What follows belongs to an exercise in optimizing a design on an open flow for small area; a production flow would make more cautious choices.
In this exercise RTL edits were held to simulation tests only and were not proved equivalent to the original.
The clock cells of this run come from the design's own scripts or RTL, not from TritonCTS.
The clock port is modelled as an ideal driver, which makes a skipped or thinned clock tree look cheaper than it is; a real chip needs a root buffer or a tree.
No activity file was given, so power comes from the tool's default toggle rates.

`flow/config.mk`:
```
export PLATFORM = sky130hd
export DESIGN_NAME = BBqM
export DESIGN_NICKNAME = BBqM
export VERILOG_FILES = /design/flow/design.v
export SDC_FILE = /design/flow/constraint.sdc
export NUM_CORES = 4
export LEC_CHECK = 0
export CAP_MARGIN = 20
export CORE_AREA = 2 2 60 60
export CTS_BUF_LIST = sky130_fd_sc_hd__clkbuf_4
export DIE_AREA = 0 0 62 62
export PLACE_DENSITY = 0.85
export SLEW_MARGIN = 20
```
`flow/constraint.sdc`:
```
create_clock -name core_clock -period 20.0 [get_ports {CLK}]
set_input_delay 4.0000 -clock core_clock [delete_from_list [all_inputs] [get_ports {CLK}]]
set_output_delay 4.0000 -clock core_clock [all_outputs]
set_load 0.01 [all_outputs]
```
`flow/design.v`:
```
module BBqM ( Up , Down , CLK , reset , Tcount , Empty_Flag , Full_Flag , Alarm_Flag , led0_Pcount , led1_Pcount , led0_Wtime , led1_Wtime ) ;
input Up , Down , CLK , reset ;
input [1:0] Tcount ;
output Empty_Flag , Full_Flag , Alarm_Flag ;
output [6:0] led0_Pcount , led1_Pcount ;
output [6:0] led0_Wtime , led1_Wtime ;
localparam [16:0] SEED = 17'h06264 ;
localparam [16:0] TERM = 17'h12018 ;
localparam [16:0] MASK = 17'h1ffed ;
reg [16:0] s ;
wire Tick5Hz = ( ( s ^ TERM ) & MASK ) == 17'd0 ;
always @( posedge CLK or posedge reset )
  if ( reset )
    s <= SEED ;
  else
    s <= { s[15] , s[14] , s[13] , s[12] , s[11] , s[10] , s[9] , s[8] , s[7] , s[6] , s[5] , s[4] , s[3] ^ Tick5Hz , s[2] , s[1] , s[0] , ( s[16] ^ s[13] ) } ;
reg Q_UP , Q_DOWN ;
always @( posedge CLK or posedge reset )
  if ( reset ) begin
    Q_UP <= 1'b0 ;
    Q_DOWN <= 1'b0 ;
  end else if ( Tick5Hz ) begin
    Q_UP <= ~Up ;
    Q_DOWN <= ~Down ;
  end
wire up = Q_UP , down = Q_DOWN ;
reg [2:0] Pcode ;
reg Alarm_q ;
assign Empty_Flag = ( Pcode == 3'd0 ) ;
assign Full_Flag  = ( Pcode == 3'd2 ) ;
assign Alarm_Flag = Alarm_q ;
wire [4:0] na = { up , down , Pcode } ;
reg [2:0] Pnext ;
always @*
  case ( na )
    5'd0 : Pnext = 3'b000 ;
    5'd1 : Pnext = 3'b001 ;
    5'd2 : Pnext = 3'b010 ;
    5'd3 : Pnext = 3'b011 ;
    5'd4 : Pnext = 3'b100 ;
    5'd5 : Pnext = 3'b101 ;
    5'd6 : Pnext = 3'b110 ;
    5'd7 : Pnext = 3'b111 ;
    5'd8 : Pnext = 3'b000 ;
    5'd9 : Pnext = 3'b111 ;
    5'd10 : Pnext = 3'b001 ;
    5'd11 : Pnext = 3'b000 ;
    5'd12 : Pnext = 3'b110 ;
    5'd13 : Pnext = 3'b011 ;
    5'd14 : Pnext = 3'b101 ;
    5'd15 : Pnext = 3'b100 ;
    5'd16 : Pnext = 3'b011 ;
    5'd17 : Pnext = 3'b010 ;
    5'd18 : Pnext = 3'b010 ;
    5'd19 : Pnext = 3'b101 ;
    5'd20 : Pnext = 3'b111 ;
    5'd21 : Pnext = 3'b110 ;
    5'd22 : Pnext = 3'b100 ;
    5'd23 : Pnext = 3'b001 ;
    5'd24 : Pnext = 3'b011 ;
    5'd25 : Pnext = 3'b010 ;
    5'd26 : Pnext = 3'b010 ;
    5'd27 : Pnext = 3'b101 ;
    5'd28 : Pnext = 3'b111 ;
    5'd29 : Pnext = 3'b110 ;
    5'd30 : Pnext = 3'b100 ;
    5'd31 : Pnext = 3'b001 ;
    default : Pnext = 3'b0 ;
  endcase
always @( posedge CLK or posedge reset )
  if ( reset ) begin
    Pcode <= 3'd0 ;
    Alarm_q <= 1'b0 ;
  end else if ( Tick5Hz ) begin
    Pcode <= Pnext ;
    if ( up ) Alarm_q <= Full_Flag ;
    else if ( down ) Alarm_q <= Empty_Flag ;
  end
wire [4:0] da = { Tcount , Pcode } ;
reg [6:0] PSEG ;
always @*
  case ( Pcode )
    3'd0 : PSEG = 7'b0000001 ;
    3'd1 : PSEG = 7'b0100000 ;
    3'd2 : PSEG = 7'b0001111 ;
    3'd3 : PSEG = 7'b1001111 ;
    3'd4 : PSEG = 7'b1001100 ;
    3'd5 : PSEG = 7'b0010010 ;
    3'd6 : PSEG = 7'b0000110 ;
    3'd7 : PSEG = 7'b0100100 ;
    default : PSEG = 7'b0 ;
  endcase
reg [6:0] W0 ;
always @*
  case ( da )
    5'd0 : W0 = 7'b0000001 ;
    5'd1 : W0 = 7'b0000001 ;
    5'd2 : W0 = 7'b0000001 ;
    5'd3 : W0 = 7'b0000001 ;
    5'd4 : W0 = 7'b0000001 ;
    5'd5 : W0 = 7'b0000001 ;
    5'd6 : W0 = 7'b0000001 ;
    5'd7 : W0 = 7'b0000001 ;
    5'd8 : W0 = 7'b0000001 ;
    5'd9 : W0 = 7'b0000000 ;
    5'd10 : W0 = 7'b1001111 ;
    5'd11 : W0 = 7'b0000110 ;
    5'd12 : W0 = 7'b0010010 ;
    5'd13 : W0 = 7'b0100000 ;
    5'd14 : W0 = 7'b0000100 ;
    5'd15 : W0 = 7'b0100100 ;
    5'd16 : W0 = 7'b0000001 ;
    5'd17 : W0 = 7'b0000001 ;
    5'd18 : W0 = 7'b0010010 ;
    5'd19 : W0 = 7'b0000110 ;
    5'd20 : W0 = 7'b0001111 ;
    5'd21 : W0 = 7'b1001100 ;
    5'd22 : W0 = 7'b0100000 ;
    5'd23 : W0 = 7'b0000100 ;
    5'd24 : W0 = 7'b0000001 ;
    5'd25 : W0 = 7'b0000000 ;
    5'd26 : W0 = 7'b0000100 ;
    5'd27 : W0 = 7'b0000110 ;
    5'd28 : W0 = 7'b0100000 ;
    5'd29 : W0 = 7'b1001100 ;
    5'd30 : W0 = 7'b0100100 ;
    5'd31 : W0 = 7'b0001111 ;
    default : W0 = 7'b0 ;
  endcase
reg [6:0] W1 ;
always @*
  case ( da )
    5'd0 : W1 = 7'b0000001 ;
    5'd1 : W1 = 7'b0000001 ;
    5'd2 : W1 = 7'b0000001 ;
    5'd3 : W1 = 7'b0000001 ;
    5'd4 : W1 = 7'b0000001 ;
    5'd5 : W1 = 7'b0000001 ;
    5'd6 : W1 = 7'b0000001 ;
    5'd7 : W1 = 7'b0000001 ;
    5'd8 : W1 = 7'b0000001 ;
    5'd9 : W1 = 7'b1001111 ;
    5'd10 : W1 = 7'b0010010 ;
    5'd11 : W1 = 7'b0000001 ;
    5'd12 : W1 = 7'b1001111 ;
    5'd13 : W1 = 7'b0000001 ;
    5'd14 : W1 = 7'b0000001 ;
    5'd15 : W1 = 7'b1001111 ;
    5'd16 : W1 = 7'b0000001 ;
    5'd17 : W1 = 7'b1001111 ;
    5'd18 : W1 = 7'b1001111 ;
    5'd19 : W1 = 7'b0000001 ;
    5'd20 : W1 = 7'b0000001 ;
    5'd21 : W1 = 7'b0000001 ;
    5'd22 : W1 = 7'b0000001 ;
    5'd23 : W1 = 7'b0000001 ;
    5'd24 : W1 = 7'b0000001 ;
    5'd25 : W1 = 7'b0000001 ;
    5'd26 : W1 = 7'b0000001 ;
    5'd27 : W1 = 7'b0000001 ;
    5'd28 : W1 = 7'b0000001 ;
    5'd29 : W1 = 7'b0000001 ;
    5'd30 : W1 = 7'b0000001 ;
    5'd31 : W1 = 7'b0000001 ;
    default : W1 = 7'b0 ;
  endcase
assign led0_Pcount = PSEG ;
assign led1_Pcount = 7'b0000001 ;
assign led0_Wtime = W0 ;
assign led1_Wtime = W1 ;
endmodule
```
`flow/flow/run.sh`:
```
#!/bin/bash
# Own layout flow: the standard flow (standard.sh) with these changes:
#  - synthesis: synth_recipe.tcl unchanged (-nofsm -noshare, flatten, renaming), but the
#    ORFS synth.tcl it sources is an edited copy (flow/mk_core.py) that maps the logic
#    with several area-oriented ABC scripts (deepsyn with six seeds, then amap) and keeps the
#    smallest; ORFS's half/full-adder extraction is off (ADDER_MAP_FILE empty). The
#    registers are mapped before ABC, so they keep the standard synthesis's names/cells;
#  - the port buffers are sky130_fd_sc_hd__buf_1;
#  - the constant outputs share one tie cell (flow/merge_ties.py joins the synthesis's HI
#    and LO cells; no per-pin tie cells);
#  - no CTS tool: flow/cts_manual.tcl (PRE_CTS_TCL) puts two clock buffers on the clock
#    port, each driving half of the flip-flops; the rest of ORFS's CTS step is unchanged.
# Each tool's output goes to a log file in this folder (and ORFS's logs in orfs/logs).
set -euo pipefail
W=$(pwd)
F=$W/flow
mkdir -p $W/abc
SCRIPTS=()
for S in 0 1 2 3 4 5; do
  for M in amap; do
    n=$W/abc/s${S}_$(echo "$M" | tr -d ' -').abc
    printf 'collapse\nsop\nfx\nstrash\n&get -n\n&deepsyn -T 30 -S %s\n&put\ndch -f\n%s\ntopo\n' "$S" "$M" > "$n"
    SCRIPTS+=("$n")
  done
done
python3 $F/mk_core.py "$FLOW_HOME/scripts/synth.tcl" "$W/synth_area.tcl" "${SCRIPTS[@]}" > edit_synth.log 2>&1
python3 - "$W/synth_recipe.tcl" "$W/my_synth.tcl" "$W/synth_area.tcl" >> edit_synth.log 2>&1 <<'PY'
import sys
src, dst, core = sys.argv[1:]
t = open(src).read()
old = "source $::env(SCRIPTS_DIR)/synth.tcl"
assert t.count(old) == 1, "synth.tcl source line not found"
open(dst, "w").write(t.replace(old, "source " + core))
print("wrote", dst)
PY

ARGS=(SYNTH_SCRIPT="$W/my_synth.tcl" ADDER_MAP_FILE= "BUFFER_PORTS_ARGS=-buffer_cell sky130_fd_sc_hd__buf_1"
      SKIP_REPAIR_TIE_FANOUT=1
      PRE_CTS_TCL="$F/cts_manual.tcl")
bash standard.sh "${ARGS[@]}" synth > standard_synth.log 2>&1
python3 $F/merge_ties.py $W/orfs/results/sky130hd/BBqM/base/1_2_yosys.v > merge_ties.log 2>&1
bash standard.sh "${ARGS[@]}" finish > standard_finish.log 2>&1
```
`flow/flow/cts_manual.tcl`:
```
rename clock_tree_synthesis my_unused_clock_tree_synthesis
proc clock_tree_synthesis { args } {
  set nbuf 2
  set cell sky130_fd_sc_hd__clkbuf_4
  set block [ord::get_db_block]
  set sinks {}
  foreach pin [get_pins -of_objects [get_nets CLK]] {
    if { [get_property $pin direction] != "input" } { continue }
    set inst [sta::sta_to_db_inst [get_cells -of_objects $pin]]
    set bb [$inst getBBox]
    lappend sinks [list $pin [expr { [$bb xMin] / 1000.0 }] [expr { [$bb yMin] / 1000.0 }]]
  }
  set sinks [lsort -real -index 1 $sinks]
  set n [llength $sinks]
  puts "manual clock buffering: $n clock sinks, $nbuf x $cell"
  for { set k 0 } { $k < $nbuf } { incr k } {
    set lo [expr { $k * $n / $nbuf }]
    set hi [expr { ($k + 1) * $n / $nbuf - 1 }]
    set pins {}
    set xs 0.0
    set ys 0.0
    foreach f [lrange $sinks $lo $hi] {
      lappend pins [lindex $f 0]
      set xs [expr { $xs + [lindex $f 1] }]
      set ys [expr { $ys + [lindex $f 2] }]
    }
    set m [llength $pins]
    insert_buffer -buffer_cell $cell -net CLK -load_pins $pins \
      -location [list [expr { $xs / $m }] [expr { $ys / $m }]] \
      -buffer_name clkbuf_man_$k -net_name clk_man_$k
    puts "  clkbuf_man_$k drives $m clock pins"
  }
  set_propagated_clock [all_clocks]
}
```
`flow/flow/merge_ties.py`:
```
#!/usr/bin/env python3
"""Merges the synthesis's two tie cells (one conb_1 for HI, one for LO) into one conb_1 that
drives both nets from its two outputs. Leaves the netlist as it is unless it has exactly one
HI-only and one LO-only conb_1."""
import re, sys
path = sys.argv[1]
t = open(path).read()
cells = list(re.finditer(r"  sky130_fd_sc_hd__conb_1 (\S+) \(\n    \.(HI|LO)\(([^)]*)\)\n  \);\n", t))
if len(cells) != 2 or {c.group(2) for c in cells} != {"HI", "LO"}:
    print("merge_ties: left unchanged (%d tie cells)" % len(cells))
    sys.exit(0)
hi = next(c for c in cells if c.group(2) == "HI")
lo = next(c for c in cells if c.group(2) == "LO")
merged = "  sky130_fd_sc_hd__conb_1 %s (\n    .HI(%s),\n    .LO(%s)\n  );\n" % (hi.group(1), hi.group(3), lo.group(3))
out = t.replace(hi.group(0), merged).replace(lo.group(0), "")
open(path, "w").write(out)
print("merge_ties: %s now drives %s and %s; removed %s" % (hi.group(1), hi.group(3), lo.group(3), lo.group(1)))
```
`flow/flow/mk_core.py`:
```
import sys
# usage: mk_core.py ORFS_synth.tcl OUT_core.tcl ABC_SCRIPT_1 [ABC_SCRIPT_2 ...]
src, dst, scripts = sys.argv[1], sys.argv[2], sys.argv[3:]
t = open(src).read()
old = "log_cmd abc {*}$abc_args"
assert t.count(old) == 1, "abc call not found"
new = """design -save my_pre_abc
set my_best_area 1e30
set my_best -1
set my_i 0
foreach my_scr {%s} {
  design -load my_pre_abc
  log_cmd abc -script $my_scr {*}$lib_args {*}$lib_dont_use_args
  set my_st [tee -q -s result.string stat {*}$lib_args]
  if { [regexp {Chip area for module [^:]*: ([0-9.]+)} $my_st -> my_area] } {
    puts "flow: abc script $my_scr gives area $my_area"
    if { $my_area < $my_best_area } {
      set my_best_area $my_area
      set my_best $my_i
    }
  }
  design -save my_abc_$my_i
  incr my_i
}
puts "flow: keeping abc result $my_best (area $my_best_area)"
design -load my_abc_$my_best""" % " ".join(scripts)
open(dst, "w").write(t.replace(old, new))
```
`flow/standard.sh`:
```
#!/bin/bash
# synth_recipe.tcl (not shown) runs the flow's synth.tcl, then flattens the netlist and writes it again
# the make line also repeats each setting of config.mk as NAME=value (left out here)
make -C /OpenROAD-flow-scripts/flow DESIGN_CONFIG=/design/flow/config.mk WORK_HOME=/design/flow/orfs CLKGATE_MAP_FILE= SYNTH_SCRIPT=/design/flow/synth_recipe.tcl "${@:-finish}"
```
==> run summary <==
-- power breakdown --
part	internal, uW	switching [uW]	leakage [uW]
Clock	4.80	9.81	0.00000920
Combinational	0.360	2.04	0.000153
Sequential	46.5	0	0.000289
Total	51.7	11.8	0.000451
-- per-layer routing --
| layer | wire (um) | share of wire, % | vias to the layer above |
|---|---|---|---|
| li1 | - | - | 370 |
| met1 | 723 | 47 | 308 |
| met2 | 748 | 48 | 17 |
| met3 | 83 | 5.3 | 0 |
| met4 | 0 | 0 | 0 |
| met5 | 0 | 0 | - |
-- cell usage in the layout (no fill, tap or decap) --
| master | count |
|---|---|
| o21a_1 | 1 |
| clkinv_1 | 15 |
| nand3_1 | 1 |
| nor2b_1 | 1 |
| o22ai_1 | 4 |
| nor2_1 | 15 |
| o21bai_1 | 1 |
| dfstp_2 | 6 |
| nand2_1 | 6 |
| or2_0 | 1 |
| o21ai_0 | 9 |
| dfrtp_1 | 17 |
| buf_1 | 28 |
| a31o_1 | 1 |
| conb_1 | 1 |
| or4_1 | 4 |
| a21oi_1 | 4 |
| a211oi_1 | 1 |
| nor3_1 | 3 |
| clkbuf_4 | 2 |
-- flip-flops by register name, summed over array words and instances (netlist names) --
register and flops:
Alarm_q 1, Q_DOWN 1, Pcode 3, Q_UP 1, s 17
-- stage by stage --
step / setup slack (ns) / total power (uW) / utilization, % / instances
after floorplan: 10.13 / 50.3 / - / 101
after global placement: 10.28 / 49.8 / 32.5 / 165
after detailed placement: 10.18 / 49.8 / 32.5 / 165
after CTS: 10.17 / 64.1 / 33.0 / 167
after global routing: 9.91 / 67.5 / 33.0 / 167
final: 10.16 / 63.6 / 33.0 / 167
-- cell type report, clock buffers not listed --
class	count	area share [%]
Tap cell	46	5.31
Inverter	15	5.20
Multi-Input combinational cell	53	24.6
Sequential cell	23	53.8
Timing Repair Buffer	28	9.70
-- worst min path at each step --
stage	cells after the start	to	slack, ns	startpoint
after global routing	0	s[6]	0.38	s[5]
after CTS	0	s[13]	0.36	s[12]
final	0	s[13]	0.36	s[12]
after detailed placement	0	s[2]	0.34	s[1]
after floorplan	0	s[2]	0.33	s[1]
after global placement	0	s[5]	0.33	s[4]
-- worst max-delay path: stages --
cell,delay (ns)
buf_1,0.10
clkinv_1,0.16
nor3_1,0.32
nand2_1,0.09
nand2_1,0.09
clkinv_1,0.08
o21bai_1,0.22
nor2_1,0.06
o21ai_0,0.11
nor2_1,0.09
a31o_1,0.23
or2_0,0.20
buf_1,0.13
==> run summary <==
- DR WL/cell: ~9.3 um
- Largest net degree at the start of global routing: 24
- First DRT Iteration DRCs: 34
- Drt drc: 0
- WHS: 0.357 ns
- R2r endpoint: Pcode[1]
- Crit Path Class: input pin to output pin
- Hold buffers post-CTS: 0
- Number of antenna violations at the first check in global routing: 0
- Pwr/cell area: roughly 60 nW/um^2
- Vias: roughly 700
- Syn_area_per_cell: 9.71 um^2
- Layout cell share with drive strength beyond 1: approximately 6.6%
- YS warnings: 1
- RSZ-0062 raised after global routing: false
- Area of the multi-input gates: 267 um^2
- Filler cells: roughly 340
- Reg-to-reg startpoint: s[2]
- Relative slew slack: just over 50%
- DP Area: 1070 um^2
- CP Data Arrival Time: approximately 5.8 ns
- GR Util met3: 0.828%
- Global Route Usage Sum: 8.40%
- R2R depth: 9
- Synthesis-to-finish area growth: 10.5%
- Clk latency of the worst-skew pair: 0.17 ns
- Number of diodes: 0
- Critical Path Source: Tcount[1]
- Hold Fails Final Rpt: 0
- Global placement routability congestion: slightly above 0.7
- Syn nets: between 100 and 150
- Nets: 130
- Initial Util: 29.9%
- Minimum clock period: about 10 ns
- Setup Viol. Count Final: 0
- Reg clk slew, reported paths: approximately 0.11 ns
- Peak VDD IR: 0.0000453 V
- Die height: between 60 and 70 um
- Seq. cell area: 583 um^2
- First-pass GRT wire length: roughly 2500 um
- Max-slew violations: 0
- Pleak: roughly 0.00045 uW
- Vias/cell: between 4 and 5
- Final Cell Area: 1080 um^2
- HP Class: register to register
- Worst-Margin Slew: 0.738 ns
- Fmax: between 100 and 150 MHz
- Hpwl dp: roughly 1300 um
- Crit. End Element: output pin
- Post-Syn Instances: slightly above 100
- Critical Path Start Type: input pin
- Cell row count: 21
- Setup crit end: led1_Wtime[1]
- TritonRoute pass-1 iters: 5
- R2R setup slack: between 15 and 20 ns
- Status: complete, no violations
- Crit share post-route: around half
- Port Buf Inserts: 28
- Setup TNS: 0 ns
- Most Used Layer, Global Route: met1
- Total congestion overflow: 0
- Setup Buffers After CTS: 0
- Full die area: approximately 3800 um^2
- Met1 usage: about 14%
- Placeable Area: between 3000 and 4000 um^2
- Resized Gates After CTS: 0
- Final setup skew: ~0.017 ns
- Worst-path fanout max: 6
- Routed Antenna Nets: 0
- Final WL: roughly 1600 um
- Die width: approximately 62 um
- Ports: 37
- Vias in the first global route: about 590
- Mapped cell area: ~980 um^2
- CP required: ~16 ns
- Max-cap violations: 0
- Met2 Use GR: between 10% and 20%

separate check: timing with driven ports:
No port has a modelled driver above. Below, the same layout with a new extraction and two added sets of constraints. Step 1: set_driving_cell puts a clkbuf_16 on CLK and a buf_2 on each other input, an assumption about the parent block. Step 2 also shifts input and output timing later by t, the mid clock arrival at the registers, as if the neighbouring blocks saw the same clock. Slacks: no drivers / after step 1 / after step 2; pairs: no drivers / after step 1.
t, ns: 0.183
slack for setup (ns): 10.158 / 10.136 / 10.136
worst setup path at the end: input to output
worst data-port slew with drivers (ns): 0.03
cell pins on the clock port's net: 2
After both steps this run still meets setup and hold. The setup slack of this run moves by -0.022 ns with the drivers and by -0.022 ns with both steps.
